Background: an optimization exercise with open tools, aiming at small area, a short achievable clock period and few clock cycles. Do not read the settings as production practice.
Function was checked by simulation only, so behaviour that the tests miss may differ from the original.

===== config.mk =====
export PLATFORM = sky130hd
export DESIGN_NAME = conv_window_unit
export DESIGN_NICKNAME = conv_window_unit
export VERILOG_FILES = /design/flow/design.v
export SDC_FILE = /design/flow/constraint.sdc
export NUM_CORES = 4
export LEC_CHECK = 0
export CAP_MARGIN = 20
export CORE_MARGIN = 2
export CORE_UTILIZATION = 40
export SLEW_MARGIN = 20
export SYNTH_HIERARCHICAL = 1
export SYNTH_MINIMUM_KEEP_SIZE = 0

===== constraint.sdc =====
create_clock -name core_clock -period 120.0 [get_ports {clk}]
set_input_delay 24.0000 -clock core_clock [delete_from_list [all_inputs] [get_ports {clk}]]
set_output_delay 24.0000 -clock core_clock [all_outputs]
set_load 0.01 [all_outputs]

===== design.v =====
module fa(input a, input b, input c, output s, output co);
  assign s = a ^ b ^ c;
  assign co = (a & b) | (a & c) | (b & c);
endmodule
module ha(input a, input b, output s, output co);
  assign s = a ^ b;
  assign co = a & b;
endmodule
module hn(input a, input b, output s, output co);
  xn2 ux(a, b, s);
  or2 uo(a, b, co);
endmodule
module xn2(input a, input b, output y);
  assign y = ~(a ^ b);
endmodule
module or2(input a, input b, output y);
  assign y = a | b;
endmodule
module mj(input a, input b, input c, output co);
  assign co = (a & b) | (a & c) | (b & c);
endmodule
module satadd(input [15:0] a, input [15:0] b, output [15:0] z);
  wire [16:0] s = {a[15], a} + {b[15], b};
  assign z = (s[16] ^ s[15]) ? {s[16], {15{~s[16]}}} : s[15:0];
endmodule
module bsel(input a1, input a0, input one, input two, input neg, output x);
  assign x = ((one & a1) | (two & a0)) ^ neg;
endmodule
module satmul(input [15:0] a, input [15:0] b, output [15:0] z);
  wire one1 = b[0];
  wire two2 = b[1] & ~b[0];
  wire q3 = ((one1 & a[0]) ^ b[1]);
  wire n4;
  bsel un4(a[1], a[0], one1, two2, b[1], n4);
  wire n5;
  bsel un5(a[2], a[1], one1, two2, b[1], n5);
  wire n6;
  bsel un6(a[3], a[2], one1, two2, b[1], n6);
  wire n7;
  bsel un7(a[4], a[3], one1, two2, b[1], n7);
  wire n8;
  bsel un8(a[5], a[4], one1, two2, b[1], n8);
  wire n9;
  bsel un9(a[6], a[5], one1, two2, b[1], n9);
  wire n10;
  bsel un10(a[7], a[6], one1, two2, b[1], n10);
  wire n11;
  bsel un11(a[8], a[7], one1, two2, b[1], n11);
  wire n12;
  bsel un12(a[9], a[8], one1, two2, b[1], n12);
  wire n13;
  bsel un13(a[10], a[9], one1, two2, b[1], n13);
  wire n14;
  bsel un14(a[11], a[10], one1, two2, b[1], n14);
  wire n15;
  bsel un15(a[12], a[11], one1, two2, b[1], n15);
  wire n16;
  bsel un16(a[13], a[12], one1, two2, b[1], n16);
  wire n17;
  bsel un17(a[14], a[13], one1, two2, b[1], n17);
  wire n18;
  bsel un18(a[15], a[14], one1, two2, b[1], n18);
  wire q19 = ~((a[15] & (one1 | two2)) ^ b[1]);
  wire one20 = b[2] ^ b[1];
  wire two21 = (b[3] & ~b[2] & ~b[1]) | (~b[3] & b[2] & b[1]);
  wire q22 = ((one20 & a[0]) ^ b[3]);
  wire n23;
  bsel un23(a[1], a[0], one20, two21, b[3], n23);
  wire n24;
  bsel un24(a[2], a[1], one20, two21, b[3], n24);
  wire n25;
  bsel un25(a[3], a[2], one20, two21, b[3], n25);
  wire n26;
  bsel un26(a[4], a[3], one20, two21, b[3], n26);
  wire n27;
  bsel un27(a[5], a[4], one20, two21, b[3], n27);
  wire n28;
  bsel un28(a[6], a[5], one20, two21, b[3], n28);
  wire n29;
  bsel un29(a[7], a[6], one20, two21, b[3], n29);
  wire n30;
  bsel un30(a[8], a[7], one20, two21, b[3], n30);
  wire n31;
  bsel un31(a[9], a[8], one20, two21, b[3], n31);
  wire n32;
  bsel un32(a[10], a[9], one20, two21, b[3], n32);
  wire n33;
  bsel un33(a[11], a[10], one20, two21, b[3], n33);
  wire n34;
  bsel un34(a[12], a[11], one20, two21, b[3], n34);
  wire n35;
  bsel un35(a[13], a[12], one20, two21, b[3], n35);
  wire n36;
  bsel un36(a[14], a[13], one20, two21, b[3], n36);
  wire n37;
  bsel un37(a[15], a[14], one20, two21, b[3], n37);
  wire q38 = ~((a[15] & (one20 | two21)) ^ b[3]);
  wire one39 = b[4] ^ b[3];
  wire two40 = (b[5] & ~b[4] & ~b[3]) | (~b[5] & b[4] & b[3]);
  wire q41 = ((one39 & a[0]) ^ b[5]);
  wire n42;
  bsel un42(a[1], a[0], one39, two40, b[5], n42);
  wire n43;
  bsel un43(a[2], a[1], one39, two40, b[5], n43);
  wire n44;
  bsel un44(a[3], a[2], one39, two40, b[5], n44);
  wire n45;
  bsel un45(a[4], a[3], one39, two40, b[5], n45);
  wire n46;
  bsel un46(a[5], a[4], one39, two40, b[5], n46);
  wire n47;
  bsel un47(a[6], a[5], one39, two40, b[5], n47);
  wire n48;
  bsel un48(a[7], a[6], one39, two40, b[5], n48);
  wire n49;
  bsel un49(a[8], a[7], one39, two40, b[5], n49);
  wire n50;
  bsel un50(a[9], a[8], one39, two40, b[5], n50);
  wire n51;
  bsel un51(a[10], a[9], one39, two40, b[5], n51);
  wire n52;
  bsel un52(a[11], a[10], one39, two40, b[5], n52);
  wire n53;
  bsel un53(a[12], a[11], one39, two40, b[5], n53);
  wire n54;
  bsel un54(a[13], a[12], one39, two40, b[5], n54);
  wire n55;
  bsel un55(a[14], a[13], one39, two40, b[5], n55);
  wire n56;
  bsel un56(a[15], a[14], one39, two40, b[5], n56);
  wire q57 = ~((a[15] & (one39 | two40)) ^ b[5]);
  wire one58 = b[6] ^ b[5];
  wire two59 = (b[7] & ~b[6] & ~b[5]) | (~b[7] & b[6] & b[5]);
  wire q60 = ((one58 & a[0]) ^ b[7]);
  wire n61;
  bsel un61(a[1], a[0], one58, two59, b[7], n61);
  wire n62;
  bsel un62(a[2], a[1], one58, two59, b[7], n62);
  wire n63;
  bsel un63(a[3], a[2], one58, two59, b[7], n63);
  wire n64;
  bsel un64(a[4], a[3], one58, two59, b[7], n64);
  wire n65;
  bsel un65(a[5], a[4], one58, two59, b[7], n65);
  wire n66;
  bsel un66(a[6], a[5], one58, two59, b[7], n66);
  wire n67;
  bsel un67(a[7], a[6], one58, two59, b[7], n67);
  wire n68;
  bsel un68(a[8], a[7], one58, two59, b[7], n68);
  wire n69;
  bsel un69(a[9], a[8], one58, two59, b[7], n69);
  wire n70;
  bsel un70(a[10], a[9], one58, two59, b[7], n70);
  wire n71;
  bsel un71(a[11], a[10], one58, two59, b[7], n71);
  wire n72;
  bsel un72(a[12], a[11], one58, two59, b[7], n72);
  wire n73;
  bsel un73(a[13], a[12], one58, two59, b[7], n73);
  wire n74;
  bsel un74(a[14], a[13], one58, two59, b[7], n74);
  wire n75;
  bsel un75(a[15], a[14], one58, two59, b[7], n75);
  wire q76 = ~((a[15] & (one58 | two59)) ^ b[7]);
  wire one77 = b[8] ^ b[7];
  wire two78 = (b[9] & ~b[8] & ~b[7]) | (~b[9] & b[8] & b[7]);
  wire q79 = ((one77 & a[0]) ^ b[9]);
  wire n80;
  bsel un80(a[1], a[0], one77, two78, b[9], n80);
  wire n81;
  bsel un81(a[2], a[1], one77, two78, b[9], n81);
  wire n82;
  bsel un82(a[3], a[2], one77, two78, b[9], n82);
  wire n83;
  bsel un83(a[4], a[3], one77, two78, b[9], n83);
  wire n84;
  bsel un84(a[5], a[4], one77, two78, b[9], n84);
  wire n85;
  bsel un85(a[6], a[5], one77, two78, b[9], n85);
  wire n86;
  bsel un86(a[7], a[6], one77, two78, b[9], n86);
  wire n87;
  bsel un87(a[8], a[7], one77, two78, b[9], n87);
  wire n88;
  bsel un88(a[9], a[8], one77, two78, b[9], n88);
  wire n89;
  bsel un89(a[10], a[9], one77, two78, b[9], n89);
  wire n90;
  bsel un90(a[11], a[10], one77, two78, b[9], n90);
  wire n91;
  bsel un91(a[12], a[11], one77, two78, b[9], n91);
  wire n92;
  bsel un92(a[13], a[12], one77, two78, b[9], n92);
  wire n93;
  bsel un93(a[14], a[13], one77, two78, b[9], n93);
  wire n94;
  bsel un94(a[15], a[14], one77, two78, b[9], n94);
  wire q95 = ~((a[15] & (one77 | two78)) ^ b[9]);
  wire one96 = b[10] ^ b[9];
  wire two97 = (b[11] & ~b[10] & ~b[9]) | (~b[11] & b[10] & b[9]);
  wire q98 = ((one96 & a[0]) ^ b[11]);
  wire n99;
  bsel un99(a[1], a[0], one96, two97, b[11], n99);
  wire n100;
  bsel un100(a[2], a[1], one96, two97, b[11], n100);
  wire n101;
  bsel un101(a[3], a[2], one96, two97, b[11], n101);
  wire n102;
  bsel un102(a[4], a[3], one96, two97, b[11], n102);
  wire n103;
  bsel un103(a[5], a[4], one96, two97, b[11], n103);
  wire n104;
  bsel un104(a[6], a[5], one96, two97, b[11], n104);
  wire n105;
  bsel un105(a[7], a[6], one96, two97, b[11], n105);
  wire n106;
  bsel un106(a[8], a[7], one96, two97, b[11], n106);
  wire n107;
  bsel un107(a[9], a[8], one96, two97, b[11], n107);
  wire n108;
  bsel un108(a[10], a[9], one96, two97, b[11], n108);
  wire n109;
  bsel un109(a[11], a[10], one96, two97, b[11], n109);
  wire n110;
  bsel un110(a[12], a[11], one96, two97, b[11], n110);
  wire n111;
  bsel un111(a[13], a[12], one96, two97, b[11], n111);
  wire n112;
  bsel un112(a[14], a[13], one96, two97, b[11], n112);
  wire n113;
  bsel un113(a[15], a[14], one96, two97, b[11], n113);
  wire q114 = ~((a[15] & (one96 | two97)) ^ b[11]);
  wire one115 = b[12] ^ b[11];
  wire two116 = (b[13] & ~b[12] & ~b[11]) | (~b[13] & b[12] & b[11]);
  wire q117 = ((one115 & a[0]) ^ b[13]);
  wire n118;
  bsel un118(a[1], a[0], one115, two116, b[13], n118);
  wire n119;
  bsel un119(a[2], a[1], one115, two116, b[13], n119);
  wire n120;
  bsel un120(a[3], a[2], one115, two116, b[13], n120);
  wire n121;
  bsel un121(a[4], a[3], one115, two116, b[13], n121);
  wire n122;
  bsel un122(a[5], a[4], one115, two116, b[13], n122);
  wire n123;
  bsel un123(a[6], a[5], one115, two116, b[13], n123);
  wire n124;
  bsel un124(a[7], a[6], one115, two116, b[13], n124);
  wire n125;
  bsel un125(a[8], a[7], one115, two116, b[13], n125);
  wire n126;
  bsel un126(a[9], a[8], one115, two116, b[13], n126);
  wire n127;
  bsel un127(a[10], a[9], one115, two116, b[13], n127);
  wire n128;
  bsel un128(a[11], a[10], one115, two116, b[13], n128);
  wire n129;
  bsel un129(a[12], a[11], one115, two116, b[13], n129);
  wire n130;
  bsel un130(a[13], a[12], one115, two116, b[13], n130);
  wire n131;
  bsel un131(a[14], a[13], one115, two116, b[13], n131);
  wire n132;
  bsel un132(a[15], a[14], one115, two116, b[13], n132);
  wire q133 = ~((a[15] & (one115 | two116)) ^ b[13]);
  wire one134 = b[14] ^ b[13];
  wire two135 = (b[15] & ~b[14] & ~b[13]) | (~b[15] & b[14] & b[13]);
  wire q136 = ((one134 & a[0]) ^ b[15]);
  wire n137;
  bsel un137(a[1], a[0], one134, two135, b[15], n137);
  wire n138;
  bsel un138(a[2], a[1], one134, two135, b[15], n138);
  wire n139;
  bsel un139(a[3], a[2], one134, two135, b[15], n139);
  wire n140;
  bsel un140(a[4], a[3], one134, two135, b[15], n140);
  wire n141;
  bsel un141(a[5], a[4], one134, two135, b[15], n141);
  wire n142;
  bsel un142(a[6], a[5], one134, two135, b[15], n142);
  wire n143;
  bsel un143(a[7], a[6], one134, two135, b[15], n143);
  wire n144;
  bsel un144(a[8], a[7], one134, two135, b[15], n144);
  wire n145;
  bsel un145(a[9], a[8], one134, two135, b[15], n145);
  wire n146;
  bsel un146(a[10], a[9], one134, two135, b[15], n146);
  wire n147;
  bsel un147(a[11], a[10], one134, two135, b[15], n147);
  wire n148;
  bsel un148(a[12], a[11], one134, two135, b[15], n148);
  wire n149;
  bsel un149(a[13], a[12], one134, two135, b[15], n149);
  wire n150;
  bsel un150(a[14], a[13], one134, two135, b[15], n150);
  wire n151;
  bsel un151(a[15], a[14], one134, two135, b[15], n151);
  wire q152 = ~((a[15] & (one134 | two135)) ^ b[15]);
  wire n153, n154;
  ha un153(n13, n30, n153, n154);
  wire n155, n156;
  ha un155(n14, n31, n155, n156);
  wire n157, n158;
  fa un157(n15, n32, n49, n157, n158);
  wire n159, n160;
  ha un159(n66, n83, n159, n160);
  wire n161, n162;
  fa un161(n16, n33, n50, n161, n162);
  wire n163, n164;
  ha un163(n67, n84, n163, n164);
  wire n165, n166;
  fa un165(n17, n34, n51, n165, n166);
  wire n167, n168;
  fa un167(n68, n85, n102, n167, n168);
  wire n169, n170;
  ha un169(n119, q136, n169, n170);
  wire n171, n172;
  fa un171(n18, n35, n52, n171, n172);
  wire n173, n174;
  fa un173(n69, n86, n103, n173, n174);
  wire n175, n176;
  ha un175(n120, n137, n175, n176);
  wire n177, n178;
  hn un177(q19, n36, n177, n178);
  wire n179, n180;
  fa un179(n53, n70, n87, n179, n180);
  wire n181, n182;
  fa un181(n104, n121, n138, n181, n182);
  wire n183, n184;
  hn un183(n37, n54, n183, n184);
  wire n185, n186;
  fa un185(n71, n88, n105, n185, n186);
  wire n187, n188;
  ha un187(n122, n139, n187, n188);
  wire n189, n190;
  fa un189(q38, n55, n72, n189, n190);
  wire n191, n192;
  fa un191(n89, n106, n123, n191, n192);
  wire n193, n194;
  hn un193(n56, n73, n193, n194);
  wire n195, n196;
  ha un195(n90, n107, n195, n196);
  wire n197, n198;
  fa un197(q57, n74, n91, n197, n198);
  wire n199, n200;
  hn un199(n75, n92, n199, n200);
  wire n201, n202;
  ha un201(n9, n26, n201, n202);
  wire n203, n204;
  ha un203(n10, n27, n203, n204);
  wire n205, n206;
  fa un205(n11, n28, n45, n205, n206);
  wire n207, n208;
  ha un207(n62, q79, n207, n208);
  wire n209, n210;
  fa un209(n12, n29, n46, n209, n210);
  wire n211, n212;
  ha un211(n63, n80, n211, n212);
  wire n213, n214;
  fa un213(n153, n47, n64, n213, n214);
  wire n215, n216;
  fa un215(n81, q98, b[11], n215, n216);
  wire n217, n218;
  fa un217(n154, n155, n48, n217, n218);
  wire n219, n220;
  fa un219(n65, n82, n99, n219, n220);
  wire n221, n222;
  fa un221(n156, n157, n159, n221, n222);
  wire n223, n224;
  fa un223(n100, q117, b[13], n223, n224);
  wire n225, n226;
  fa un225(n158, n160, n161, n225, n226);
  wire n227, n228;
  fa un227(n163, n101, n118, n227, n228);
  wire n229, n230;
  fa un229(n162, n164, n165, n229, n230);
  wire n231, n232;
  fa un231(n167, n169, b[15], n231, n232);
  wire n233, n234;
  fa un233(n166, n168, n170, n233, n234);
  wire n235, n236;
  fa un235(n171, n173, n175, n235, n236);
  wire n237, n238;
  fa un237(n172, n174, n176, n237, n238);
  wire n239, n240;
  fa un239(n177, n179, n181, n239, n240);
  wire n241, n242;
  fa un241(n178, n180, n182, n241, n242);
  wire n243, n244;
  fa un243(n183, n185, n187, n243, n244);
  wire n245, n246;
  fa un245(n184, n186, n188, n245, n246);
  wire n247, n248;
  fa un247(n189, n191, n140, n247, n248);
  wire n249, n250;
  fa un249(n190, n192, n193, n249, n250);
  wire n251, n252;
  fa un251(n195, n124, n141, n251, n252);
  wire n253, n254;
  fa un253(n194, n196, n197, n253, n254);
  wire n255, n256;
  fa un255(n108, n125, n142, n255, n256);
  wire n257, n258;
  fa un257(n198, n199, n109, n257, n258);
  wire n259, n260;
  ha un259(n126, n143, n259, n260);
  wire n261, n262;
  fa un261(n200, q76, n93, n261, n262);
  wire n263, n264;
  fa un263(n110, n127, n144, n263, n264);
  wire n265, n266;
  hn un265(n94, n111, n265, n266);
  wire n267, n268;
  ha un267(n128, n145, n267, n268);
  wire n269, n270;
  fa un269(q95, n112, n129, n269, n270);
  wire n271, n272;
  hn un271(n113, n130, n271, n272);
  wire n273, n274;
  ha un273(n7, n24, n273, n274);
  wire n275, n276;
  ha un275(n8, n25, n275, n276);
  wire n277, n278;
  fa un277(n201, n43, q60, n277, n278);
  wire n279, n280;
  fa un279(n202, n203, n44, n279, n280);
  wire n281, n282;
  fa un281(n204, n205, n207, n281, n282);
  wire n283, n284;
  fa un283(n206, n208, n209, n283, n284);
  wire n285, n286;
  fa un285(n210, n212, n213, n285, n286);
  wire n287, n288;
  fa un287(n214, n216, n217, n287, n288);
  wire n289, n290;
  fa un289(n218, n220, n221, n289, n290);
  wire n291, n292;
  fa un291(n222, n224, n225, n291, n292);
  wire n293, n294;
  fa un293(n226, n228, n229, n293, n294);
  wire n295, n296;
  fa un295(n230, n232, n233, n295, n296);
  wire n297, n298;
  fa un297(n234, n236, n237, n297, n298);
  wire n299, n300;
  fa un299(n238, n240, n241, n299, n300);
  wire n301, n302;
  fa un301(n242, n244, n245, n301, n302);
  wire n303, n304;
  fa un303(n246, n248, n249, n303, n304);
  wire n305, n306;
  fa un305(n250, n252, n253, n305, n306);
  wire n307, n308;
  fa un307(n254, n256, n257, n307, n308);
  wire n309, n310;
  fa un309(n258, n260, n261, n309, n310);
  wire n311, n312;
  fa un311(n262, n264, n265, n311, n312);
  wire n313, n314;
  fa un313(n266, n268, n269, n313, n314);
  wire n315, n316;
  ha un315(n270, n271, n315, n316);
  wire n317, n318;
  fa un317(n272, q114, n131, n317, n318);
  wire n319, n320;
  hn un319(n132, n149, n319, n320);
  wire n321, n322;
  ha un321(n5, q22, n321, n322);
  wire n323, n324;
  ha un323(n6, n23, n323, n324);
  wire n325, n326;
  fa un325(n273, q41, b[5], n325, n326);
  wire n327, n328;
  fa un327(n274, n275, n42, n327, n328);
  wire n329, n330;
  fa un329(n276, n277, b[7], n329, n330);
  wire n331, n332;
  fa un331(n278, n279, n61, n331, n332);
  wire n333, n334;
  fa un333(n280, n281, b[9], n333, n334);
  wire n335, n336;
  fa un335(n282, n283, n211, n335, n336);
  wire n337, n338;
  fa un337(n284, n285, n215, n337, n338);
  wire n339, n340;
  fa un339(n286, n287, n219, n339, n340);
  wire n341, n342;
  fa un341(n288, n289, n223, n341, n342);
  wire n343, n344;
  fa un343(n290, n291, n227, n343, n344);
  wire n345, n346;
  fa un345(n292, n293, n231, n345, n346);
  wire n347, n348;
  fa un347(n294, n295, n235, n347, n348);
  wire n349, n350;
  fa un349(n296, n297, n239, n349, n350);
  wire n351, n352;
  fa un351(n298, n299, n243, n351, n352);
  wire n353, n354;
  fa un353(n300, n301, n247, n353, n354);
  wire n355, n356;
  fa un355(n302, n303, n251, n355, n356);
  wire n357, n358;
  fa un357(n304, n305, n255, n357, n358);
  wire n359, n360;
  fa un359(n306, n307, n259, n359, n360);
  wire n361, n362;
  fa un361(n308, n309, n263, n361, n362);
  wire n363, n364;
  fa un363(n310, n311, n267, n363, n364);
  wire n365, n366;
  fa un365(n312, n313, n146, n365, n366);
  wire n367, n368;
  fa un367(n314, n315, n147, n367, n368);
  wire n369, n370;
  fa un369(n316, n317, n148, n369, n370);
  wire n371, n372;
  ha un371(n318, n319, n371, n372);
  wire n373, n374;
  fa un373(n320, q133, n150, n373, n374);
  wire w375 = ~n151;
  wire n376, n377;
  ha un376(q3, b[1], n376, n377);
  wire n378, n379;
  ha un378(n4, n377, n378, n379);
  wire n380;
  mj un380(n321, b[3], n379, n380);
  wire n381;
  mj un381(n322, n323, n380, n381);
  wire n382;
  mj un382(n324, n325, n381, n382);
  wire n383;
  mj un383(n326, n327, n382, n383);
  wire n384;
  mj un384(n328, n329, n383, n384);
  wire n385;
  mj un385(n330, n331, n384, n385);
  wire n386;
  mj un386(n332, n333, n385, n386);
  wire n387;
  mj un387(n334, n335, n386, n387);
  wire n388;
  mj un388(n336, n337, n387, n388);
  wire n389, n390;
  fa un389(n338, n339, n388, n389, n390);
  wire n391, n392;
  fa un391(n340, n341, n390, n391, n392);
  wire n393, n394;
  fa un393(n342, n343, n392, n393, n394);
  wire n395, n396;
  fa un395(n344, n345, n394, n395, n396);
  wire n397, n398;
  fa un397(n346, n347, n396, n397, n398);
  wire n399, n400;
  fa un399(n348, n349, n398, n399, n400);
  wire n401, n402;
  fa un401(n350, n351, n400, n401, n402);
  wire n403, n404;
  fa un403(n352, n353, n402, n403, n404);
  wire n405, n406;
  fa un405(n354, n355, n404, n405, n406);
  wire n407, n408;
  fa un407(n356, n357, n406, n407, n408);
  wire n409, n410;
  fa un409(n358, n359, n408, n409, n410);
  wire n411, n412;
  fa un411(n360, n361, n410, n411, n412);
  wire n413, n414;
  fa un413(n362, n363, n412, n413, n414);
  wire n415, n416;
  fa un415(n364, n365, n414, n415, n416);
  wire n417, n418;
  fa un417(n366, n367, n416, n417, n418);
  wire n419, n420;
  fa un419(n368, n369, n418, n419, n420);
  wire n421, n422;
  fa un421(n370, n371, n420, n421, n422);
  wire n423, n424;
  fa un423(n372, n373, n422, n423, n424);
  wire n425, n426;
  fa un425(n374, w375, n424, n425, n426);
  wire n427, n428;
  fa un427(n151, q152, n426, n427, n428);
  wire w429 = ~n428;
  wire [20:0] p = {w429, n427, n425, n423, n421, n419, n417, n415, n413, n411, n409, n407, n405, n403, n401, n399, n397, n395, n393, n391, n389};
  wire ovf = ~((&p[20:15]) | ~(|p[20:15]));
  assign z = ovf ? {p[20], {15{~p[20]}}} : p[15:0];
endmodule
module conv_window_unit(clk, reset, in_valid, in_ready, window, filter, filterSize,
		out_valid, value);
	input clk, reset;
	input in_valid;
	output in_ready;
	input [399:0] window;
	input [399:0] filter;
	input [15:0] filterSize;
	output out_valid;
	output signed [15:0] value;
	localparam K = 9;
	reg [399:0] win_r, fil_r;
	reg a_busy, a_last;
	reg [1:0] a_batch;
	reg [1:0] a_size;      
	reg b_valid, b_first, b_last;
	reg [1:0] b_pos;       
	reg [16*K-1:0] prod_r;
	reg [15:0] acc;
	reg out_v;
	wire accept = in_valid & in_ready & ~reset;
	assign in_ready = ~a_busy | a_last;
	assign out_valid = out_v;
	assign value = acc;
	always @(posedge clk) begin
		if (accept) begin
			win_r[16*(25-K)-1:0] <= window[16*(25-K)-1:0];
			fil_r[16*(25-K)-1:0] <= filter[16*(25-K)-1:0];
		end else begin
			win_r[16*(25-K)-1:0] <= win_r[16*25-1:16*K];
			fil_r[16*(25-K)-1:0] <= fil_r[16*25-1:16*K];
		end
		win_r[399:16*(25-K)] <= window[399:16*(25-K)];
		fil_r[399:16*(25-K)] <= filter[399:16*(25-K)];
	end
	wire [1:0] in_size = filterSize[2:0] - 3'd2;
	always @(posedge clk) begin
		if (reset) begin
			a_busy <= 1'b0;
		end else if (accept) begin
			a_busy <= 1'b1;
		end else if (a_last) begin
			a_busy <= 1'b0;
		end
		if (accept) begin
			a_size <= in_size;
			a_batch <= 2'd0;
			a_last <= ~in_size[1];
		end else begin
			a_batch <= a_batch + 2'd1;
			a_last <= (a_size == 2'd2) | (a_batch == 2'd1);
		end
	end
	wire [16*K-1:0] prod;
	genvar i;
	generate
		for (i = 0; i < K; i = i + 1) begin : mults
			satmul mp(win_r[16*i +: 16], fil_r[16*i +: 16], prod[16*i +: 16]);
		end
	endgenerate
	always @(posedge clk) begin
		if (reset)
			b_valid <= 1'b0;
		else
			b_valid <= a_busy;
		b_first <= (a_batch == 2'd0);
		b_last <= a_last;
		b_pos <= ~a_last ? 2'd2 : (a_size == 2'd0) ? 2'd0 : (a_size == 2'd1) ? 2'd2 : 2'd1;
		prod_r <= prod;
	end
	wire [15:0] acc_in = b_first ? 16'd0 : acc;
	wire [16*K-1:0] part;
	satadd ad0(acc_in, prod_r[15:0], part[15:0]);
	generate
		for (i = 1; i < K; i = i + 1) begin : chain
			satadd ad(prod_r[16*i +: 16], part[16*(i-1) +: 16], part[16*i +: 16]);
		end
	endgenerate
	always @(posedge clk) begin
		if (b_valid)
			acc <= (b_pos == 2'd0) ? part[16*3 +: 16] : (b_pos == 2'd1) ? part[16*(K-3) +: 16] : part[16*(K-1) +: 16];
		if (reset)
			out_v <= 1'b0;
		else
			out_v <= b_valid & b_last;
	end
endmodule

===== run.sh =====
#!/bin/bash
# synth_recipe.tcl (not shown) runs the flow's synth.tcl, then flattens the netlist and writes it again
# the make line also repeats each setting of config.mk as NAME=value (left out here)
make -C /OpenROAD-flow-scripts/flow DESIGN_CONFIG=/design/flow/config.mk WORK_HOME=/design/flow/orfs CLKGATE_MAP_FILE= SYNTH_SCRIPT=/design/flow/synth_recipe.tcl finish

==> flow_summary.yaml, run 1 <==
drt:
  dr.first_iter.drc_count: 3141
  vias_per_cell: 5.33
  dr_total_vias: 61900
  wl_um: 241000
  avgRoutedWirePerCell_um: 20.7
  first_pass_iters: 5
  ant_nets: 0
  drc: 0
sta:
  slew_headroom_pct: 23.7
  post-route-period-util_pct: 23.7
  hold_viol: 0
  worst_pin_slew_ns: 1.14
  finalCriticalPeriod_ns: 28.48
  maxSlewViolCount: 0
  fin_skew_ns: 0.0392
  max_freq_mhz: 35.1
  rsz0062_at_grt: "false"
  tns_ns: 0
  setup_viol: 0
floorplan:
  num_rows: 175
  pin_count: 837
  start_util_pct: 40.3
  die_w_um: 483
  dieArea_um2: 233000
  die_h_um: 483
  core-area_um2: 227000
synthesis:
  synth_seq_cells: 972
  synthArstFlopShare_pct: 0
  synth-main-ff-cell: "dfxtp_1"
  synth_compound_area_share_pct: 21.3
  yosysSeqAreaShare_pct: 21.4
  synthMuxAreaShare_pct: 8.98
  postSynthCellCount: 7527
  synth_nets: 9635
  yosys.area_share.simple_pct: 4.48
  synth_top_family_by_area: "adder cells"
  synth_area_um2: 91600
  synth_adder_area_share_pct: 27.7
  synth_xor_area_share_pct: 13.4
  synth_cell_types: 68
  yosys_warnings: 7
  synth_edf_count: 18
  synth_area_per_cell_um2: 12.2
clock_tree:
  ctsResizeCount: 0
  hold_buffers: 0
  cts_made_buffers: 107
  root_buffer: "clkbuf_16"
  clock_latency_ns: 0.78
  cts_setup_buffers: 0
  cts_tree: "yes"
  clock-sinks: 972
  path_clk_slew_ns: 0.06
  cts.htree.levels: 3
  clock_path_buffers: 3
setup_path:
  cp.required_ns: 120.62
  slowest_stage: "buf_4"
  cp-end-kind: "register"
  max_stage_delay_ns: 0.87
  crit_path_frequent_cell: "buf_4"
  startpoint_type: "primary input"
  worstReg2RegEnd: "acc[1]"
  arrival_ns: 29.10
  reg2reg_depth: 84
  worstPathMaxFanout: 114
  rrSetupSlack_ns: 97.32
  crit_chain: "clkdlybuf4s50_1 -> nand3b_4 -> buf_4 -> buf_12 -> buf_4 -> buf_4 -> mux2_2"
  critPathKind: "in -> reg"
  r2r-start: "b_first"
min_path:
  worstHoldStart: "b_last"
  min_to: "out_v"
  worstHoldPathCells: 2
  hp-class: "reg -> reg"
cells_and_area:
  fillers: 20500
  regArea_um2: 19600
  area_growth_pct: 17.6
  layout-drive-gt1-share_pct: 28.9
  mostFrequentLayoutCell: "xnor2_1"
  stdcell_count: 11600
  mostFrequentLayoutCells: "1269 x xnor2_1, 1080 x a22oi_2, 952 x dfxtp_1, 945 x fa_1, 822 x clkdlybuf4s50_1"
  multi_input_area_um2: 69800
  nNetsFinal: 10600
global_routing:
  grt_pass1_wl_um: 381000
  grt_max_degree: 115
  grt-ovfl-total: 0
  antenna_found_initial: 6
  track_usage_pct: 20.5
  grt_pass1_vias: 66500
job:
  maxCapViolations: 0
placement:
  io_buffers: 822
  routabilityCongestion: 0.842
  hpwl_um: 181000
  dp_cells: 11400
run_status:
  outcome: "timing/DRC/antenna clean"
[modules after synthesis (local to each module, per instance), a selection]
module,area [µm²],cells,copies in the design,flip-flops and latches
bsel,21.3,2,1080,0
conv_window_unit,28000,1632,1,972
fa,20.0,1,936,0
ha,12.5,1,198,0
mj,11.3,1,81,0
or2,6.26,1,63,0
satadd,1200,157,9,0
satmul,762,109,9,0
xn2,8.76,1,63,0
[per-layer routing]
metal	vias to the layer above	share of wire (%)	track usage (%)
li1	29100	-	-
met1	31100	43	26.5
met2	1454	49	35.2
met3	283	4.7	2.89
met4	0	2.9	6.70
met5	-	0	0
[stage by stage]
| step | hold WS, ns | area [µm²] | utilization (%) | setup slack, ns |
|---|---|---|---|---|
| 3_5_place_dp | 0.408 | 104000 | 45.8 | 90.74 |
| 5_1_grt | 0.441 | 108000 | 47.4 | 91.25 |
| 6_report | 0.410 | 108000 | 47.4 | 91.52 |
| 4_1_cts | 0.415 | 108000 | 47.4 | 91.58 |
| 2_1_floorplan | 0.367 | 91600 | - | 94.95 |
| 3_3_place_gp | 0.413 | 104000 | 45.8 | 90.77 |
[sequential cells by signal (all words and copies together) (netlist names)]
signal,count
prod_r,144
win_r,400
b_first,1
b_valid,1
acc,16
a_size,2
b_last,1
a_busy,1
a_batch,2
a_last,1
fil_r,400
b_pos,2
out_v,1
[synth_stat cells, types with 27 or more instances]
cell type	instances	area, µm²
dfxtp_1	954	19100
nand3_1	81	405
o21ai_0	161	806
xnor2_1	1269	11100
nand2_1	233	875
a22oi_2	1080	13500
nand3b_1	45	338
o211ai_1	72	541
xor2_1	90	788
buf_4	91	683
or2_1	63	394
maj3_2	171	1930
a21o_1	153	1150
nor2b_1	44	275
o21bai_1	54	405
mux2_4	356	5350
mux2_2	174	1960
fa_1	945	18900
a21oi_1	154	771
maj3_1	27	270
nor2_1	139	522
buf_6	34	383
nand2b_1	54	338
buf_8	30	450
mux2i_1	80	801
inv_1	104	390
ha_1	344	4300
buf_2	63	315
a21o_2	45	394
[critical path: cells and delay by family]
family	cells	cell delay (ns)
buf+inv	5	3.47
simple gates	1	0.78
mux	1	0.44
[cells by family (layout without fill, tap and decap cells)]
| kind of cell | count (synthesis) | in the layout |
|---|---|---|
| AOI/OAI and AO/OA | 1953 | 1953 |
| xor gates and xnor gates | 1377 | 1377 |
| adders and majority gates | 1487 | 1487 |
| buffers and inverters | 357 | 1430 |
| DFF | 972 | 972 |
| muxes | 619 | 619 |
| other | 0 | 4 |
| and+or+nand+nor | 762 | 762 |
[worst max path at each step]
| stage | start | to | cells past startpoint |
|---|---|---|---|
| after floorplan | reset | fil_r[163] | 5 |
| after global placement | reset | fil_r[78] | 7 |
| after detailed placement | reset | fil_r[78] | 7 |
| final | reset | fil_r[78] | 7 |
| after global routing | reset | fil_r[78] | 7 |
| after CTS | reset | fil_r[78] | 7 |
[final cells by class]
type | count | area share, %
tap | 3009 | 3.49
multi-input combinational | 6198 | 64.8
sequential | 972 | 18.2
clock buffer | 152 | 2.91
timing repair buffer | 1118 | 9.71
antenna | 4 | 0.00929
inverter | 114 | 0.397
clock inverter | 46 | 0.472
Testbench counts, summed over its fixed seeds: cycles 4,973.
==> inputs of run 2 (changes only) <==
--- a/design.v
+++ b/design.v
@@ -21,6 +21,59 @@
 endmodule
 module satadd(input [15:0] a, input [15:0] b, output [15:0] z);
-  wire [16:0] s = {a[15], a} + {b[15], b};
-  assign z = (s[16] ^ s[15]) ? {s[16], {15{~s[16]}}} : s[15:0];
+  wire [15:0] g = a & b;
+  wire [15:0] p = a ^ b;
+  wire G1 = g[1] | (p[1] & g[0]);
+  wire G2 = g[3] | (p[3] & g[2]);
+  wire P2 = p[3] & p[2];
+  wire G3 = g[5] | (p[5] & g[4]);
+  wire P3 = p[5] & p[4];
+  wire G4 = g[7] | (p[7] & g[6]);
+  wire P4 = p[7] & p[6];
+  wire G5 = g[9] | (p[9] & g[8]);
+  wire P5 = p[9] & p[8];
+  wire G6 = g[11] | (p[11] & g[10]);
+  wire P6 = p[11] & p[10];
+  wire G7 = g[13] | (p[13] & g[12]);
+  wire P7 = p[13] & p[12];
+  wire G8 = g[15] | (p[15] & g[14]);
+  wire P8 = p[15] & p[14];
+  wire G9 = g[2] | (p[2] & G1);
+  wire G10 = G2 | (P2 & G1);
+  wire G11 = g[6] | (p[6] & G3);
+  wire P11 = p[6] & P3;
+  wire G12 = G4 | (P4 & G3);
+  wire P12 = P4 & P3;
+  wire G13 = g[10] | (p[10] & G5);
+  wire P13 = p[10] & P5;
+  wire G14 = G6 | (P6 & G5);
+  wire P14 = P6 & P5;
+  wire G15 = g[14] | (p[14] & G7);
+  wire P15 = p[14] & P7;
+  wire G16 = G8 | (P8 & G7);
+  wire P16 = P8 & P7;
+  wire G17 = g[4] | (p[4] & G10);
+  wire G18 = G3 | (P3 & G10);
+  wire G19 = G11 | (P11 & G10);
+  wire G20 = G12 | (P12 & G10);
+  wire G21 = g[12] | (p[12] & G14);
+  wire P21 = p[12] & P14;
+  wire G22 = G7 | (P7 & G14);
+  wire P22 = P7 & P14;
+  wire G23 = G15 | (P15 & G14);
+  wire P23 = P15 & P14;
+  wire G24 = G16 | (P16 & G14);
+  wire P24 = P16 & P14;
+  wire G25 = g[8] | (p[8] & G20);
+  wire G26 = G5 | (P5 & G20);
+  wire G27 = G13 | (P13 & G20);
+  wire G28 = G14 | (P14 & G20);
+  wire G29 = G21 | (P21 & G20);
+  wire G30 = G22 | (P22 & G20);
+  wire G31 = G23 | (P23 & G20);
+  wire G32 = G24 | (P24 & G20);
+  wire [16:0] c = {G32, G31, G30, G29, G28, G27, G26, G25, G20, G19, G18, G17, G10, G9, G1, g[0], 1'b0};
+  wire [15:0] s = p ^ c[15:0];
+  wire ovf = c[16] ^ c[15];
+  assign z = ovf ? {a[15], {15{~a[15]}}} : s;
 endmodule
 module bsel(input a1, input a0, input one, input two, input neg, output x);
@@ -615,5 +668,5 @@
 	assign value = acc;
 	always @(posedge clk) begin
-		if (accept) begin
+		if (in_ready) begin
 			win_r[16*(25-K)-1:0] <= window[16*(25-K)-1:0];
 			fil_r[16*(25-K)-1:0] <= filter[16*(25-K)-1:0];
@@ -634,5 +687,5 @@
 			a_busy <= 1'b0;
 		end
-		if (accept) begin
+		if (in_ready) begin
 			a_size <= in_size;
 			a_batch <= 2'd0;
==> run 2 against run 1 <==
  * Still clean
  * Synthesized cell count rose by 7.4%
  * First-iteration DRC count rose by 1.1%
  * Final area fell by 3.9%
  * Critical path depth fell by 4
  * Largest cell class unchanged
  * Highest routed layer is now met5
==> flow_summary.yaml, run 2 <==
placement:
  hpwl_um: 183000
  dp_cells: 11800
  placed_area_um2: 99500
  routabilityCongestion: 0.860
  io_buffers: 822
synthesis:
  synth_top_family_by_area: "adder cells"
  synth-main-ff-cell: "dfxtp_1"
  yosysSeqAreaShare_pct: 22.5
  yosys.area_share.simple_pct: 10.2
  synth_nets: 10200
  synth_xor_area_share_pct: 13.8
  synth_area_um2: 87400
  synth_compound_area_share_pct: 20.0
  synthMuxAreaShare_pct: 2.67
  synth_cell_types: 51
  ys_top_cells_by_count: "1680 x nand2_1, 1287 x xnor2_1, 1080 x a22oi_2, 972 x fa_1, 954 x dfxtp_1"
  postSynthCellCount: 8085
  yosys_warnings: 7
  ys_top_cells_by_area: "fa_1 22%, dfxtp_1 22%, a22oi_2 15%"
  synth_top_area_share_pct: 22.3
  yosysMostFrequentCell: "nand2_1"
  synth_edf_count: 18
  synth.largest_area_cell: "fa_1"
  synth_seq_cells: 972
  synthArstFlopShare_pct: 0
  synth_area_per_cell_um2: 10.8
  synth_adder_area_share_pct: 28.2
drt:
  vias_per_cell: 5.25
  wl_um: 246000
  drc: 0
  dr_total_vias: 63000
  first_pass_iters: 7
  avgRoutedWirePerCell_um: 20.5
  ant_nets: 0
  dr.first_iter.drc_count: 3177
sta:
  tns_ns: 0
  fin_skew_ns: 0.0324
  worst_pin_slew_ns: 1.17
  setup_viol: 0
  finalCriticalPeriod_ns: 26.41
  slew_headroom_pct: 22.0
  max_freq_mhz: 37.9
  rsz0062_at_grt: "false"
  post-route-period-util_pct: 22.0
  maxSlewViolCount: 0
  hold_viol: 0
global_routing:
  antenna_found_initial: 9
  use_met2_pct: 38.2
  grt_pass1_vias: 67800
  top_usage_layer: "met2"
  grt_pass1_wl_um: 391000
  grt-ovfl-total: 0
  grt_max_degree: 180
  grt_use_met3_pct: 2.66
  track_usage_pct: 22.0
  use_met1_pct: 28.3
setup_path:
  reg2reg_depth: 75
  worstPathMaxFanout: 62
  max_stage_delay_ns: 0.64
  critical_path.top_delay_family: "buffers and inverters"
  slowest_stage: "clkdlybuf4s50_1"
  cp-end-kind: "output port"
  startpoint_type: "register"
  critPathBufInv: 2
  crit_cells: 3
  crit_chain: "nor2b_4 -> inv_8 -> clkdlybuf4s50_1"
  arrival_ns: 2.41
  critPathKind: "reg -> out"
  cp.required_ns: 96.00
floorplan:
  start_util_pct: 40.2
  num_rows: 171
  die_h_um: 471
  die_w_um: 471
  pin_count: 837
  dieArea_um2: 222000
  core-area_um2: 217000
cells_and_area:
  stdcell_area_um2: 104000
  area_growth_pct: 18.5
  fillers: 19900
  multi_input_area_um2: 65600
  mostFrequentLayoutCell: "nand2_1"
  mostFrequentLayoutCells: "1680 x nand2_1, 1287 x xnor2_1, 1080 x a22oi_2, 972 x fa_1, 954 x dfxtp_1"
  layout-drive-gt1-share_pct: 19.8
  stdcell_count: 12000
  nNetsFinal: 11200
  regArea_um2: 19600
  reg_top3: "fil_r (400), win_r (400), prod_r (144)"
clock_tree:
  clock_latency_ns: 0.77
  cts_setup_buffers: 0
  cts_made_buffers: 109
  cts_tree: "yes"
  cts.htree.levels: 3
  clock_path_buffers: 3
  path_clk_slew_ns: 0.06
  clock-sinks: 972
  root_buffer: "clkbuf_16"
  ctsResizeCount: 0
  hold_buffers: 0
job:
  maxCapViolations: 0
min_path:
  worstHoldPathCells: 2
  hp-class: "reg -> reg"
run_status:
  outcome: "timing/DRC/antenna clean"
[run 2: cell types whose count changed after synthesis, sizes merged, moves of 27 or more]
cell    change
a21oi      -45
nand3      -63
a31oi      -27
o211ai     -54
maj3      -108
a21o       -27
mux2i     +134
o21ai      -80
nand2    +1447
fa         +27
mux2      -521
[run 2: worst paths after layout]
kind / start / end / slack (ns)
max reg2reg: b_first / acc[10] / 95.76
min: win_r[381] / win_r[237] / 0.39
max: a_last / in_ready / 93.59
min reg2reg: win_r[381] / win_r[237] / 0.39
[run 2: layout make-up]
type / count / area share, %
Timing Repair Buffer: 1097 / 9.96
Sequential cell: 972 / 19.0
Multi-Input combinational cell: 6754 / 63.3
Clock inverter: 64 / 0.896
Clock buffer: 142 / 2.99
Tap cell: 2854 / 3.45
Inverter: 104 / 0.384
Antenna cell: 11 / 0.0266
[run 2: logic make-up after synthesis]
family                     count (synthesis)
AOI/OAI and AO/OA                       1621
xor gates and xnor gates                1377
adders and majority gates               1397
buffers and inverters                    359
DFF                                      972
muxes                                    232
and+or+nand+nor                         2127
[run 2: per-layer routing]
| metal | vias up | part of all wire [%] |
|---|---|---|
| met3 | 350 | 3.9 |
| met4 | 2 | 3.3 |
| met1 | 31600 | 43 |
| li1 | 29600 | - |
| met2 | 1404 | 50 |
| met5 | - | 0.0053 |
[run 2: modules after synthesis (local to each module, per instance), excerpt]
| module | copies in the design | area [µm²] | flops+latches |
|---|---|---|---|
| or2 | 63 | 6.26 | 0 |
| satmul | 9 | 771 | 0 |
| mj | 81 | 11.3 | 0 |
| bsel | 1080 | 21.3 | 0 |
| fa | 936 | 20.0 | 0 |
| xn2 | 63 | 8.76 | 0 |
| ha | 198 | 12.5 | 0 |
| satadd | 9 | 866 | 0 |
| conv_window_unit | 1 | 26600 | 972 |
[run 2: worst reg2reg max path: cells and delay by family (launching register included)]
kind / cells / cell delay [ns]
flops: 1 / 0.68
mux: 9 / 2.28
fa+ha+maj: 18 / 6.02
simple gates: 11 / 1.77
compound gates: 37 / 13.23
[run 2: stage by stage]
stage | utilization (%) | setup slack, ns | hold WS (ns)
after global routing | 47.7 | 93.43 | 0.406
after CTS | 47.7 | 93.42 | 0.384
after floorplan | - | 95.19 | 0.367
after detailed placement | 45.8 | 94.27 | 0.398
final | 47.7 | 93.59 | 0.389
after global placement | 45.8 | 94.29 | 0.397
Testbench counts of run 2, summed over its fixed seeds: cycles 4,973.
==> inputs of run 3 (changes only) <==
==> flow/run.sh (new file) <==
#!/bin/bash
# The standard layout (standard.sh, all steps), with one change: the
# buffers that global placement puts on the input and output ports are
# sky130_fd_sc_hd__buf_1 instead of the cell buffer_ports picks by default.
set -euo pipefail
export BUFFER_PORTS_ARGS="-buffer_cell sky130_fd_sc_hd__buf_1"
bash standard.sh finish > standard_finish.log 2>&1
==> standard.sh (new file) <==
#!/bin/bash
# synth_recipe.tcl (not shown) runs the flow's synth.tcl, then flattens the netlist and writes it again
# the make line also repeats each setting of config.mk as NAME=value (left out here)
make -C /OpenROAD-flow-scripts/flow DESIGN_CONFIG=/design/flow/config.mk WORK_HOME=/design/flow/orfs CLKGATE_MAP_FILE= SYNTH_SCRIPT=/design/flow/synth_recipe.tcl "${@:-finish}"
removed: run.sh
==> run 3 against run 2 <==
  * Synthesized area unchanged
  * Flip-flop and latch count unchanged
  * Critical path type unchanged
==> flow_summary.yaml, run 3 <==
run_status:
  outcome: "timing/DRC/antenna clean"
synthesis:
  synthMuxAreaShare_pct: 2.67
  yosysMostFrequentCell: "nand2_1"
  yosys_warnings: 7
  synth_compound_area_share_pct: 20.0
  ys_top_cells_by_area: "fa_1 22%, dfxtp_1 22%, a22oi_2 15%"
  synth_nets: 10200
  ys_top_cells_by_count: "1680 x nand2_1, 1287 x xnor2_1, 1080 x a22oi_2, 972 x fa_1, 954 x dfxtp_1"
  synth_seq_cells: 972
  yosysSeqAreaShare_pct: 22.5
  synth_area_per_cell_um2: 10.8
  synth_edf_count: 18
  synth_area_um2: 87400
  synth_top_area_share_pct: 22.3
  synth.largest_area_cell: "fa_1"
  synth_top_family_by_area: "adder cells"
  synth_xor_area_share_pct: 13.8
  synth_cell_types: 51
  synth_adder_area_share_pct: 28.2
  synth-main-ff-cell: "dfxtp_1"
  postSynthCellCount: 8085
  synthArstFlopShare_pct: 0
  yosys.area_share.simple_pct: 10.2
cells_and_area:
  area_growth_pct: 12.2
  fin_util_pct: 45.1
  reg_top3: "fil_r (400), win_r (400), prod_r (144)"
  layout-drive-gt1-share_pct: 19.5
  mostFrequentLayoutCells: "1680 x nand2_1, 1287 x xnor2_1, 1080 x a22oi_2, 972 x fa_1, 952 x dfxtp_1"
  mostFrequentLayoutCell: "nand2_1"
  nNetsFinal: 11200
placement:
  routabilityCongestion: 0.886
  hpwl_um: 177000
  io_buffers: 822
clock_tree:
  cts_tree: "yes"
  clock_latency_ns: 0.77
  ctsResizeCount: 0
  clock_path_buffers: 3
  clock-sinks: 972
  cts_made_buffers: 107
  path_clk_slew_ns: 0.06
  cts_setup_buffers: 0
  root_buffer: "clkbuf_16"
  hold_buffers: 0
  cts.htree.levels: 3
sta:
  hold_viol: 0
  tns_ns: 0
  timing.hold.ws_ns: 0.395
  slew_headroom_pct: 24.8
  fin_skew_ns: 0.0360
  post-route-period-util_pct: 21.6
  finalCriticalPeriod_ns: 25.95
  rsz0062_at_grt: "false"
  max_freq_mhz: 38.5
  setup_viol: 0
  worst_pin_slew_ns: 1.13
  maxSlewViolCount: 0
floorplan:
  core-area_um2: 217000
  start_util_pct: 40.2
  num_rows: 171
  die_h_um: 471
  dieArea_um2: 222000
  pin_count: 837
  die_w_um: 471
setup_path:
  slowest_stage: "dfxtp_1"
  arrival_ns: 1.95
  max_stage_delay_ns: 0.53
  cp.required_ns: 96.00
  critPathKind: "reg -> out"
  crit_chain: "nor2b_4 -> inv_8 -> buf_1"
  startpoint_type: "register"
  cp-end-kind: "output port"
  worstPathMaxFanout: 39
  critPathBufInv: 2
  critical_path.top_delay_family: "flip-flops"
global_routing:
  grt_max_degree: 160
  antenna_found_initial: 7
  grt-ovfl-total: 0
  grt_pass1_vias: 67100
  grt_pass1_wl_um: 378000
  track_usage_pct: 21.2
drt:
  vias_per_cell: 5.26
  ant_nets: 0
  first_pass_iters: 6
  dr_total_vias: 63000
  dr.first_iter.drc_count: 3360
  avgRoutedWirePerCell_um: 19.8
  wl_um: 237000
  drc: 0
job:
  maxCapViolations: 0
min_path:
  hp-class: "reg -> reg"
-- run 3: cell counts after synthesis --
No cell type changed its count.
-- run 3: worst reg2reg max path: cells and delay by family, from the launching register on --
family | cells | cell delay, ns
fa+ha+maj | 18 | 6.03
buf+inv | 1 | 0.29
simple gates | 11 | 1.72
flops | 1 | 0.61
compound gates | 37 | 12.56
mux | 9 | 2.34
-- run 3: area by class of cell --
cell class | count | area [µm²]
clock inverters | 50 | 767
fillers | 20500 | 119000
flip-flops and latches | 972 | 19600
clock buffers | 144 | 2970
diodes | 7 | 17.5
well taps | 2854 | 3570
repair buffers | 1093 | 5140
inverters | 104 | 398
multi-input cells | 6754 | 65500
-- run 3: logic make-up (layout without fill, tap and decap cells) --
family	count (synthesis)	in the layout
simple gates	2127	2127
compound gates	1621	1621
fa+ha+maj	1397	1397
xor+xnor	1377	1377
flops	972	972
buf+inv	359	1391
mux	232	232
other cells	0	7
-- run 3: through the flow --
stage / setup slack (ns) / instance area, µm² / instances
2_1_floorplan: 95.19 / 87400 / 8085
3_3_place_gp: 94.75 / 94300 / 11800
3_5_place_dp: 94.75 / 94300 / 11800
4_1_cts: 93.88 / 98000 / 12000
5_1_grt: 93.94 / 98000 / 12000
6_report: 94.05 / 98000 / 12000
-- run 3: Yosys stat by module (local to each module, per instance), excerpt --
module | cell area, µm² | flops+latches
conv_window_unit | 26600 | 972
ha | 12.5 | 0
mj | 11.3 | 0
fa | 20.0 | 0
xn2 | 8.76 | 0
satmul | 771 | 0
or2 | 6.26 | 0
satadd | 866 | 0
bsel | 21.3 | 0
-- run 3: worst paths after layout --
kind	endpoint	start	slack (ns)	cells past startpoint
setup / recovery	in_ready	a_last	94.05	3
hold / removal	fil_r[241]	fil_r[385]	0.39	2
setup reg to reg	acc[14]	b_first	96.18	76
hold reg to reg	fil_r[241]	fil_r[385]	0.39	2
-- run 3: per-layer routing --
metal	GRT usage (%)	up-vias	wire length, µm
li1	-	29600	-
met1	27.2	31400	101000
met2	36.0	1610	116000
met3	2.45	395	10000
met4	8.98	0	10100
met5	0	-	0
==> inputs of run 4 (changes only) <==
--- a/design.v
+++ b/design.v
@@ -663,10 +663,12 @@
 	reg [15:0] acc;
 	reg out_v;
-	wire accept = in_valid & in_ready & ~reset;
-	assign in_ready = ~a_busy | a_last;
+	reg rdy_q, rdy_n;
+	wire ready = ~rdy_n;
+	wire accept = in_valid & ready & ~reset;
+	assign in_ready = rdy_q;
 	assign out_valid = out_v;
 	assign value = acc;
 	always @(posedge clk) begin
-		if (in_ready) begin
+		if (ready) begin
 			win_r[16*(25-K)-1:0] <= window[16*(25-K)-1:0];
 			fil_r[16*(25-K)-1:0] <= filter[16*(25-K)-1:0];
@@ -679,19 +681,16 @@
 	end
 	wire [1:0] in_size = filterSize[2:0] - 3'd2;
+	wire busy_d = ~reset & (accept | (a_busy & ~a_last));
+	wire last_d = ready ? ~in_size[1] : (a_size == 2'd2) | (a_batch == 2'd1);
 	always @(posedge clk) begin
-		if (reset) begin
-			a_busy <= 1'b0;
-		end else if (accept) begin
-			a_busy <= 1'b1;
-		end else if (a_last) begin
-			a_busy <= 1'b0;
-		end
-		if (in_ready) begin
+		a_busy <= busy_d;
+		a_last <= last_d;
+		rdy_q <= ~busy_d | last_d;
+		rdy_n <= busy_d & ~last_d;
+		if (ready) begin
 			a_size <= in_size;
 			a_batch <= 2'd0;
-			a_last <= ~in_size[1];
 		end else begin
 			a_batch <= a_batch + 2'd1;
-			a_last <= (a_size == 2'd2) | (a_batch == 2'd1);
 		end
 	end
==> flow/run.sh (replaced) <==
#!/bin/bash
# The standard layout (standard.sh, all steps) with two changes:
# - after synthesis, flow/downsize.tcl gives the multiplier cells and the
#   window/filter load multiplexers their smallest drive strength;
# - the buffers that global placement puts on the ports are
#   sky130_fd_sc_hd__buf_1 instead of the cell buffer_ports picks by default.
set -euo pipefail
export POST_SYNTH_TCL="$PWD/flow/downsize.tcl"
export BUFFER_PORTS_ARGS="-buffer_cell sky130_fd_sc_hd__buf_1"
bash standard.sh finish > standard_finish.log 2>&1
==> flow/downsize.tcl (new file) <==
set db [ord::get_db]
set block [ord::get_db_block]
set lib_masters [dict create]
foreach lib [$db getLibs] {
  foreach m [$lib getMasters] {
    dict set lib_masters [$m getName] $m
  }
}
proc smallest { name } {
  upvar lib_masters lib_masters
  if { ![regexp {^(sky130_fd_sc_hd__[a-z0-9]+)_([0-9]+)$} $name -> base size] } {
    return ""
  }
  if { [regexp {df|dl|clk|conb|tap|fill|decap|diode} $base] } {
    return ""
  }
  set best ""
  set best_area 0
  foreach s {0 1 2 4} {
    set cand "${base}_$s"
    if { [dict exists $lib_masters $cand] } {
      set m [dict get $lib_masters $cand]
      set a [expr {[$m getWidth] * [$m getHeight]}]
      if { $best eq "" || $a < $best_area } {
        set best $m
        set best_area $a
      }
    }
  }
  return $best
}
proc drives_window_reg { inst } {
  foreach it [$inst getITerms] {
    if { ![$it isOutputSignal] } { continue }
    set net [$it getNet]
    if { $net eq "NULL" } { continue }
    foreach it2 [$net getITerms] {
      set n [[$it2 getInst] getName]
      if { [string match "win_r*" $n] || [string match "fil_r*" $n] } {
        return 1
      }
    }
  }
  return 0
}
proc is_seq { inst } {
  return [regexp {__(df|edf|sdf|dl)} [[$inst getMaster] getName]]
}
set cone [dict create]
set work {}
foreach inst [$block getInsts] {
  if { [string match "prod_r*" [$inst getName]] } {
    lappend work $inst
  }
}
while { [llength $work] > 0 } {
  set inst [lindex $work end]
  set work [lrange $work 0 end-1]
  foreach it [$inst getITerms] {
    if { ![$it isInputSignal] } { continue }
    set net [$it getNet]
    if { $net eq "NULL" } { continue }
    foreach it2 [$net getITerms] {
      if { ![$it2 isOutputSignal] } { continue }
      set drv [$it2 getInst]
      set dn [$drv getName]
      if { [is_seq $drv] || [dict exists $cone $dn] } { continue }
      dict set cone $dn 1
      lappend work $drv
    }
  }
}
puts "downsize: [dict size $cone] cells drive the product registers"
set swapped 0
set saved 0
foreach inst [$block getInsts] {
  set name [$inst getName]
  set m [$inst getMaster]
  set mname [$m getName]
  if { [dict exists $cone $name] || ([string match "*mux2*" $mname] && [drives_window_reg $inst]) } {
    set new [smallest $mname]
    if { $new ne "" && [$new getName] ne $mname } {
      set saved [expr {$saved + [$m getWidth] * [$m getHeight] - [$new getWidth] * [$new getHeight]}]
      $inst swapMaster $new
      incr swapped
    }
  }
}
puts "downsize: swapped $swapped cells, [expr {$saved / 1e6}] um2 less"
==> run 4 against run 3 <==
  * Maximum frequency up 1.4%
  * Count of clock-buffer cells in the layout down 2
  * Synthesized area is 7.5% lower
  * Global-route usage shrank 0.58 points
  * Largest cell class unchanged
  * Highest routed layer unchanged
  * Utilization grew 0.51 points
==> flow_summary.yaml, run 4 <==
setup_path:
  slowest_stage: "buf_1"
  reg2reg_depth: 76
  critical_path.top_delay_family: "buffers and inverters"
  startpoint_type: "register"
  worstPathMaxFanout: 2
  cp-end-kind: "output port"
  crit_cells: 1
  crit_start: "acc[3]"
  critPathBufInv: 1
  cp.required_ns: 96.00
  critPathKind: "reg -> out"
  crit_chain: "buf_1"
  arrival_ns: 1.60
  max_stage_delay_ns: 0.43
  r2r-start: "b_first"
  rrSetupSlack_ns: 96.23
cells_and_area:
  mostFrequentLayoutCell: "xnor2_1"
  reg_top3: "fil_r (400), win_r (400), prod_r (144)"
  fillers: 18800
  area_growth_pct: 13.8
  antenna_cells: 0
  layout-drive-gt1-share_pct: 6.37
  fin_util_pct: 45.6
  nNetsFinal: 10100
  stdcell_area_um2: 92000
  mostFrequentLayoutCells: "1287 x xnor2_1, 1080 x a22oi_1, 972 x fa_1, 954 x dfxtp_1, 822 x buf_1"
clock_tree:
  cts_tree: "yes"
  clock-sinks: 974
  hold_buffers: 0
  clock_latency_ns: 0.78
  cts_setup_buffers: 0
  ctsResizeCount: 0
  root_buffer: "clkbuf_16"
  path_clk_slew_ns: 0.06
  clock_path_buffers: 3
  cts.htree.levels: 3
  cts_made_buffers: 111
floorplan:
  core-area_um2: 201000
  dieArea_um2: 206000
  die_h_um: 454
  start_util_pct: 40.1
  num_rows: 165
  pin_count: 837
  die_w_um: 454
drt:
  drc: 0
  dr.first_iter.drc_count: 4169
  ant_nets: 0
  dr_total_vias: 58200
  avgRoutedWirePerCell_um: 20.0
  wl_um: 215000
  first_pass_iters: 8
  vias_per_cell: 5.41
sta:
  slew_headroom_pct: 27.9
  tns_ns: 0
  hold_viol: 0
  setup_viol: 0
  maxSlewViolCount: 0
  fin_skew_ns: 0.0462
  post-route-period-util_pct: 21.3
  max_freq_mhz: 39.1
  rsz0062_at_grt: "false"
  worst_pin_slew_ns: 1.08
  finalCriticalPeriod_ns: 25.60
synthesis:
  postSynthCellCount: 7009
  synth_nets: 9135
  yosys_warnings: 7
  synth_area_um2: 80800
  synth_area_per_cell_um2: 11.5
global_routing:
  track_usage_pct: 20.6
  grt-ovfl-total: 0
  grt_pass1_wl_um: 341000
  grt_pass1_vias: 60800
  grt_max_degree: 124
  antenna_found_initial: 6
placement:
  io_buffers: 822
  placed_area_um2: 88100
  hpwl_um: 161000
  routabilityCongestion: 0.860
min_path:
  worstHoldPathCells: 0
  hp-class: "reg -> reg"
  worstHoldStart: "a_last"
run_status:
  outcome: "timing/DRC/antenna clean"
job:
  maxCapViolations: 0
[run 4: routing by layer]
layer	GRT usage, %	vias to the layer above	part of all wire, %
met5	0	-	0
met2	35.8	1842	50
met4	6.54	0	2.8
met1	26.7	29100	42
met3	2.44	313	5.3
li1	-	27000	-
[run 4: path summary, 6_finish.rpt]
path	end
worst max-delay path	value[3]
worst min-delay path	b_last
worst max register to register	acc[7]
worst min register to register	b_last
[run 4: area by class of cell]
type,count,area [µm²],share of cell area [%]
repair buffers,1069,4950,5.38
multi-input cells,5732,59700,64.9
flip-flops and latches,974,19700,21.4
clock buffers,142,3070,3.33
inverters,105,394,0.428
well taps,2672,3340,3.63
clock inverters,66,803,0.873
[run 4: metrics by stage]
step | hold WS, ns | setup WS (ns) | instances
finish | 0.390 | 94.40 | 10800
global route | 0.407 | 94.35 | 10800
CTS | 0.392 | 94.30 | 10800
detailed placement | 0.383 | 95.04 | 10600
global placement | 0.372 | 95.05 | 10600
floorplan | 0.350 | 95.59 | 7009
Testbench counts of run 4, summed over its fixed seeds: cycles 4,973.
==> inputs of run 5 (changes only) <==
--- a/config.mk
+++ b/config.mk
@@ -9,4 +9,5 @@
 export CORE_MARGIN = 2
 export CORE_UTILIZATION = 40
+export CTS_BUF_LIST = sky130_fd_sc_hd__clkbuf_8
 export SLEW_MARGIN = 20
 export SYNTH_HIERARCHICAL = 1
==> run 5 against run 4 <==
  * Worst setup slack got worse by 0.16 ns
  * Clock skew rose by 0.018 ns
  * Flip-flop and latch count unchanged
  * Maximum frequency fell by 0.63%
  * Synthesized area is the same
  * Via count grew 0.52%
  * Die area stayed put
  * Final area is 0.13% lower
  * First-iteration DRC count decreased by 1.2%
  * Critical path type unchanged
  * Critical endpoint unchanged
  * Highest routed layer unchanged
==> flow_summary.yaml, run 5 <==
run_status:
  outcome: "timing/DRC/antenna clean"
sta:
  worst_pin_slew_ns: 1.08
  post-route-period-util_pct: 21.5
  setup_viol: 0
  rsz0062_at_grt: "false"
  timing.hold.ws_ns: 0.388
  fin_skew_ns: 0.0638
  maxSlewViolCount: 0
  tns_ns: 0
  max_freq_mhz: 38.8
  slew_headroom_pct: 27.6
  finalCriticalPeriod_ns: 25.76
  hold_viol: 0
floorplan:
  dieArea_um2: 206000
  die_h_um: 454
  num_rows: 165
  pin_count: 837
  die_w_um: 454
  core-area_um2: 201000
  start_util_pct: 40.1
global_routing:
  grt_max_degree: 124
  antenna_found_initial: 8
  grt-ovfl-total: 0
  grt_pass1_vias: 61400
  grt_pass1_wl_um: 341000
  track_usage_pct: 20.7
setup_path:
  worstReg2RegEnd: "acc[4]"
  slowest_stage: "buf_1"
  crit_cells: 1
  worstPathMaxFanout: 2
  critPathKind: "reg -> out"
  reg2reg_depth: 76
  critical_path.top_delay_family: "buffers and inverters"
  cp-end-kind: "output port"
  critPathBufInv: 1
  cp.required_ns: 96.00
  arrival_ns: 1.76
  crit_chain: "buf_1"
  startpoint_type: "register"
  r2r-start: "b_first"
  rrSetupSlack_ns: 96.12
  max_stage_delay_ns: 0.44
min_path:
  worstHoldPathCells: 0
  hp-class: "reg -> reg"
  min_to: "b_last"
  worstHoldStart: "a_last"
cells_and_area:
  mostFrequentLayoutCells: "1287 x xnor2_1, 1080 x a22oi_1, 972 x fa_1, 954 x dfxtp_1, 822 x buf_1"
  mostFrequentLayoutCell: "xnor2_1"
  multi_input_area_um2: 59700
  regArea_um2: 19700
  reg_top3: "fil_r (400), win_r (400), prod_r (144)"
  area_growth_pct: 13.6
  layout-drive-gt1-share_pct: 6.95
  fillers: 18900
  nNetsFinal: 10200
drt:
  avgRoutedWirePerCell_um: 19.8
  wl_um: 215000
  vias_per_cell: 5.39
  first_pass_iters: 7
  drc: 0
  dr_total_vias: 58500
  ant_nets: 0
  dr.first_iter.drc_count: 4121
clock_tree:
  clock-sinks: 974
  ctsResizeCount: 0
  root_buffer: "clkbuf_8"
  hold_buffers: 0
  clock_path_buffers: 3
  cts.htree.levels: 4
  cts_made_buffers: 171
  cts_tree: "yes"
  cts_setup_buffers: 0
  path_clk_slew_ns: 0.06
  clock_latency_ns: 0.97
job:
  maxCapViolations: 0
synthesis:
  synth_area_per_cell_um2: 11.5
  yosys_warnings: 7
  synth_nets: 9135
  synth_area_um2: 80800
  postSynthCellCount: 7009
placement:
  routabilityCongestion: 0.860
  io_buffers: 822
  hpwl_um: 161000
==> run 5: cell types whose count changed in the layout (fill, tap and decap cells not counted), sizes merged <==
cell	previous run	this run
inv	126	168
clkinv	28	14
diode	0	8
clkinvlp	7	9
bufinv	10	15
clkbuf	142	201
==> run 5: how the worst max path moves through the flow <==
stage / from / endpoint / slack, ns
2_1_floorplan: in_valid / rdy_n / 95.59
3_3_place_gp: window[144] / win_r[144] / 95.05
3_5_place_dp: window[144] / win_r[144] / 95.04
4_1_cts: acc[3] / value[3] / 94.10
5_1_grt: acc[3] / value[3] / 94.13
6_report: acc[3] / value[3] / 94.24
==> run 5: final cells by class <==
class / instances / area share [%]
Clock buffer: 201 / 3.01
Sequential cell: 974 / 21.4
Inverter: 105 / 0.429
Tap cell: 2672 / 3.64
Clock inverter: 101 / 1.05
Antenna cell: 8 / 0.0218
Multi-Input combinational cell: 5732 / 65.0
Timing Repair Buffer: 1069 / 5.39
==> run 5: routing by layer <==
layer	global-route usage [%]	vias up	share of wire, %
met2	35.7	1826	50
met1	26.4	29300	42
li1	-	27100	-
met4	6.71	0	3.0
met5	0	-	0
met3	3.15	354	5.4
==> run 5: per-stage QoR <==
step / instance area [µm²] / cells / util, % / setup slack (ns)
2_1_floorplan: 80800 / 7009 / - / 95.59
3_3_place_gp: 88100 / 10600 / 43.7 / 95.05
3_5_place_dp: 88100 / 10600 / 43.7 / 95.04
4_1_cts: 91800 / 10900 / 45.6 / 94.10
5_1_grt: 91900 / 10900 / 45.6 / 94.13
6_report: 91900 / 10900 / 45.6 / 94.24

==> what the ideal ports hide <==
No port has a modelled driver above. Below, the same layouts with a new extraction and two added sets of constraints. Step 1 (the two cells are an assumption about what drives the block):
set clk [get_ports {clk}]
set_driving_cell -lib_cell sky130_fd_sc_hd__clkbuf_16 $clk
set_driving_cell -lib_cell sky130_fd_sc_hd__buf_2 [delete_from_list [all_inputs] $clk]
Step 2 also shifts input and output timing later by t, the mid clock arrival at the registers, as if the neighbouring blocks saw the same clock. Slacks: no drivers / after step 1 / after step 2; pairs: no drivers / after step 1.
run	t (ns)	setup WS [ns]	hold WS [ns]
run 1	0.857	91.520 / 91.566 / 90.709	0.410 / 0.410 / 0.410
run 2	0.851	93.591 / 93.494 / 94.346	0.389 / 0.389 / 0.389
run 3	0.854	94.053 / 93.956 / 94.810	0.395 / 0.395 / 0.395
run 4	0.842	94.399 / 94.314 / 95.155	0.390 / 0.390 / 0.390
run 5	1.026	94.237 / 94.148 / 95.154	0.388 / 0.388 / 0.388
After both steps every run listed still meets setup and hold. For run 1, which loses most, drivers alone change the setup slack by +0.046 ns; drivers and shift together by -0.811 ns.
